This design comes from an exercise in tuning for small area on the open sky130 flow, not from production work.
Function was checked by simulation only, so behaviour that the tests miss may differ from the original.
No activity file was given, so power comes from the tool's default toggle rates.

==> flow/design.v <==
module i2c_master(clk, rst, newd, op, addr, stretch, stretching, data_bit, dout, busy, done,
	ack_err, sda, scl, state_o, bit_count_o, add_o, bit_end_o);
input clk, rst, op, newd, stretch;
input [6:0] addr;
input stretching;	 
input data_bit;		 
output [7:0] dout;
output busy;
output reg done, ack_err;
output reg sda, scl;	 
output [3:0] state_o, bit_count_o;
output [7:0] add_o;
output bit_end_o;
localparam IDLE = 4'd0, START = 4'd1, WRITE_ADD = 4'd2, ACK_1 = 4'd3, WRITE_DATA = 4'd4,
	ACK_2 = 4'd5, STOP = 4'd6, MASTER_NACK = 4'd7, READ_DATA = 4'd8;
localparam [3:0] C_IDLE = 4'b0000, C_START = 4'b?001, C_WRITE_ADD = 4'b?010, C_ACK_1 = 4'b?011,
	C_WRITE_DATA = 4'b?100, C_ACK_2 = 4'b?101, C_STOP = 4'b?110, C_MASTER_NACK = 4'b?111,
	C_READ_DATA = 4'b1???;
reg [3:0] state;
localparam [6:0] SUB0 = 7'b0011010;
reg [1:0] pulse;
reg [6:0] sub;
wire sub_end = ({sub[5:3], sub[1:0]} == 5'b00101);
wire bit_end = sub_end && (pulse == 2'd3);
wire at_phase_start = (sub[5:1] == 5'b01101);
always @(posedge clk) begin
	if(rst)
		pulse <= 0;
	else if(sub_end)
		pulse <= pulse + 1'b1;
	if(rst || state == IDLE || sub_end)
		sub <= SUB0;
	else
		sub <= {sub[5:0], sub[6] ^ sub[5]};
end
reg [7:0] rx_data;
reg [7:0] add;
reg [3:0] bit_count;
wire bit8 = bit_count[3];
wire add_bit = add[~bit_count[2:0]];
reg last_bit;
always @(posedge clk)
	if(state == IDLE)
		add <= {addr,op};
always @(posedge clk) begin
	if(rst) begin
		state <= IDLE;
		bit_count <= 0;
		done <= 0;
		ack_err <= 0;
		rx_data <= 0;
		last_bit <= 0;
		sda <= 1;
		scl <= 0;
	end
	else begin
		done <= (state[2:0] == 3'b110) && bit_end;
		casez(state)
			C_READ_DATA: begin
				if(~bit8) begin
					if(pulse != 2'd0)
						sda <= data_bit;
					if(pulse == 2'd1 && at_phase_start)
						last_bit <= data_bit;
					if(pulse == 2'd2 && at_phase_start)
						rx_data <= {rx_data[6:0], sda};
					scl <= pulse[1] && !bit_end;
					if(bit_end)
						bit_count <= bit_count + 1'b1;
				end
				else begin
					sda <= 0;
					scl <= 0;
					bit_count <= 0;
					state <= MASTER_NACK;
				end
			end
			C_IDLE: begin
				sda <= 1;
				scl <= 0;
				if(newd)
					state <= START;
			end
			C_START: begin
				sda <= ~pulse[1];
				scl <= ~bit_end;
				if(bit_end)
					state <= WRITE_ADD;
			end
			C_WRITE_ADD: begin
				if(~bit8) begin
					sda <= (pulse != 2'd0) && add_bit;
					scl <= pulse[1] && !bit_end;
					if(bit_end)
						bit_count <= bit_count + 1'b1;
				end
				else begin
					sda <= stretch | last_bit;
					scl <= 0;
					bit_count <= 0;
					state <= ACK_1;
				end
			end
			C_ACK_1: begin
				if(stretching) begin
					sda <= !(bit_end && !stretch) | last_bit;
					scl <= 0;
				end
				else begin
					sda <= 0;
					scl <= (pulse == 2'd0) || (pulse[1] && !bit_end);
					if(bit_end)
						state <= add[0] ? READ_DATA : WRITE_DATA;
				end
			end
			C_WRITE_DATA: begin
				if(~bit8) begin
					sda <= (pulse != 2'd0) && data_bit;
					scl <= pulse[1] && !bit_end;
					if(bit_end)
						bit_count <= bit_count + 1'b1;
				end
				else begin
					sda <= 0;
					scl <= 0;
					bit_count <= 0;
					state <= ACK_2;
				end
			end
			C_ACK_2: begin
				sda <= 0;
				scl <= pulse[1];
				last_bit <= 0;
				if(bit_end)
					state <= STOP;
			end
			C_MASTER_NACK: begin
				sda <= ~bit_end;
				scl <= pulse[1];
				if(bit_end) begin
					state <= STOP;
					ack_err <= 1;
				end
			end
			C_STOP: begin
				sda <= pulse[1];
				scl <= ~bit_end;
				if(bit_end)
					state <= IDLE;
			end
			default: ;
		endcase
	end
end
assign dout = rx_data;
assign busy = (state != IDLE);
assign state_o = state;
assign bit_count_o = bit_count;
assign add_o = add;
assign bit_end_o = bit_end;
endmodule
module i2c_Slave(clk, rst, stretch, din, mstate, bit_count, add, bit_end,
	stretching, data_bit);
input clk, rst, stretch;
input [7:0] din;
input [3:0] mstate;
input [3:0] bit_count;
input [7:0] add;
input bit_end;
output reg stretching;
output data_bit;
localparam IDLE = 4'd0, START = 4'd1, WRITE_ADD = 4'd2, ACK_1 = 4'd3, WRITE_DATA = 4'd4,
	ACK_2 = 4'd5, STOP = 4'd6, MASTER_NACK = 4'd7, READ_DATA = 4'd8;
always@(posedge clk)
	if((mstate[2:0] == 3'b010 && bit_count[3]) || (mstate[2:0] == 3'b011 && bit_end))
		stretching <= stretch;
reg [6:0] pos;
reg scrub;
reg [127:0] ring [0:7];
wire hit = (pos == add[7:1]);
wire wr = hit && (mstate[2:0] == 3'b101);	 
wire [7:0] init = {1'b0, pos};
reg [7:0] data;
integer b;
always@(posedge clk) begin
	if(rst) begin
		pos <= 0;
		scrub <= 1;
	end
	else begin
		pos <= {pos[5:0], pos[6] ^ pos[5] ^ (pos[5:0] == 6'd0)};
		if(pos == 7'd64) scrub <= 0;
	end
	for(b = 0; b < 8; b = b + 1)
		ring[b] <= {scrub ? init[b] : wr ? data[b] : ring[b][0], ring[b][127:1]};
end
always@(posedge clk)
	if(mstate == IDLE)
		data <= din;
	else if(hit && add[0])
		for(b = 0; b < 8; b = b + 1)
			data[b] <= ring[b][0];
assign data_bit = data[~bit_count[2:0]];
endmodule
`timescale 1ns / 1ps
module i2c_top(
input clk, rst, newd, op, stretch,
input [6:0] addr,
input [7:0] din,
output [7:0] dout,
output busy,ack_err,
output done,
output sda, scl
);
wire [3:0] state;
wire [3:0] bit_count;
wire [7:0] add;
wire bit_end, stretching, data_bit;
i2c_master master (.clk(clk), .rst(rst), .newd(newd), .op(op), .addr(addr), .stretch(stretch),
	.stretching(stretching), .data_bit(data_bit), .dout(dout), .busy(busy), .done(done),
	.ack_err(ack_err), .sda(sda), .scl(scl), .state_o(state), .bit_count_o(bit_count),
	.add_o(add), .bit_end_o(bit_end));
i2c_Slave slave (.clk(clk), .rst(rst), .stretch(stretch), .din(din),
	.mstate(state), .bit_count(bit_count), .add(add), .bit_end(bit_end),
	.stretching(stretching), .data_bit(data_bit));
endmodule
export LEC_CHECK = 0
export ABC_AREA = 1
export CAP_MARGIN = 20
export CORE_MARGIN = 2
export CORE_UTILIZATION = 40
export SLEW_MARGIN = 20
create_clock -name core_clock -period 10.0 [get_ports {clk}]
standard.sh (not shown) runs the stock make flow with config.mk's settings and CLKGATE_MAP_FILE= SYNTH_SCRIPT=/design/flow/synth_recipe.tcl, a recipe that flattens the netlist after the stock synthesis.
==> flow/flow/run.sh <==
#!/bin/bash
# The standard ORFS layout with three changes:
#  - synthesis maps logic with an area-oriented ABC script (flow/area.abc);
#  - a lighter clock tree: small buffers, no dummy loads;
#  - the smallest buffer on the ports.
set -uo pipefail
HERE=$(pwd)
export AREA_ABC_SCRIPT=$HERE/flow/area.abc
export CTS_ARGS="-sink_clustering_enable -dont_use_dummy_load -buf_list sky130_fd_sc_hd__clkbuf_4 -sink_clustering_size 12 -sink_clustering_max_diameter 40"
export BUFFER_PORTS_ARGS="-buffer_cell sky130_fd_sc_hd__buf_1"
cat flow/synth_abc.tcl synth_recipe.tcl > area_synth.tcl
sed "s#SYNTH_SCRIPT=[^ ]*#SYNTH_SCRIPT=$HERE/area_synth.tcl#" standard.sh > area_standard.sh
bash area_standard.sh > standard.log 2>&1
==> flow/flow/area.abc <==
strash
&get -n
&deepsyn -T 60
&put
dch -f
amap
topo
==> flow/flow/synth_abc.tcl <==
# Run ORFS's abc step with an area-oriented script (flow/area.abc) in place
# of ORFS's own; everything else in the standard flow's synthesis stays as it is.
proc abc {args} {
  set i [lsearch -exact $args -script]
  if { $i >= 0 } { set args [lreplace $args $i [expr {$i + 1}] -script $::env(AREA_ABC_SCRIPT)] }
  yosys abc {*}$args
}
Change:
--- a/flow/flow/run.sh
+++ b/flow/flow/run.sh
@@ -7,5 +7,5 @@
 HERE=$(pwd)
 export AREA_ABC_SCRIPT=$HERE/flow/area.abc
-export CTS_ARGS="-sink_clustering_enable -dont_use_dummy_load -buf_list sky130_fd_sc_hd__clkbuf_4 -sink_clustering_size 12 -sink_clustering_max_diameter 40"
+export CTS_ARGS="-sink_clustering_enable -repair_clock_nets -dont_use_dummy_load -buf_list sky130_fd_sc_hd__clkbuf_4 -sink_clustering_size 12 -sink_clustering_max_diameter 40"
 export BUFFER_PORTS_ARGS="-buffer_cell sky130_fd_sc_hd__buf_1"
 cat flow/synth_abc.tcl synth_recipe.tcl > area_synth.tcl
Settings changed: GPL_ROUTABILITY_DRIVEN set to 0, GPL_TIMING_DRIVEN set to 0.
The changed run finished clean.
Worst setup slack gets better by 0.40 ns.
Total power hardly moves.
Sequential share of layout area barely changes.
Final area stays flat.
Via count stays flat.
Non-clock buffer count fell by 3.
Cell count is unchanged.
Maximum frequency rose by about 10%.
Wire length fell by about 4%.

static timing again, ports no longer ideal:
No port has a modelled driver above. Below, the same layouts with a new extraction and two added sets of constraints. Step 1 assumes that a clkbuf_16 drives the clock port and a buf_2 every other input. Step 2 moves the port delays by t, midway between the first and last clock arrival at a register: inputs arrive t later, outputs are due t later. That takes back most of the time a late clock gives input paths. a / b / c = no drivers / after step 1 / after step 2; a / b = the first two.
| run | t (ns) | slack for setup (ns) | worst register clock-pin slew, ns |
|---|---|---|---|
| the first run | 0.834 | 5.395 / 5.351 / 6.184 | 0.12 / 0.12 |
| the second run | 0.859 | 5.795 / 5.746 / 6.352 | 0.12 / 0.12 |
After both steps every run listed still meets setup and hold.
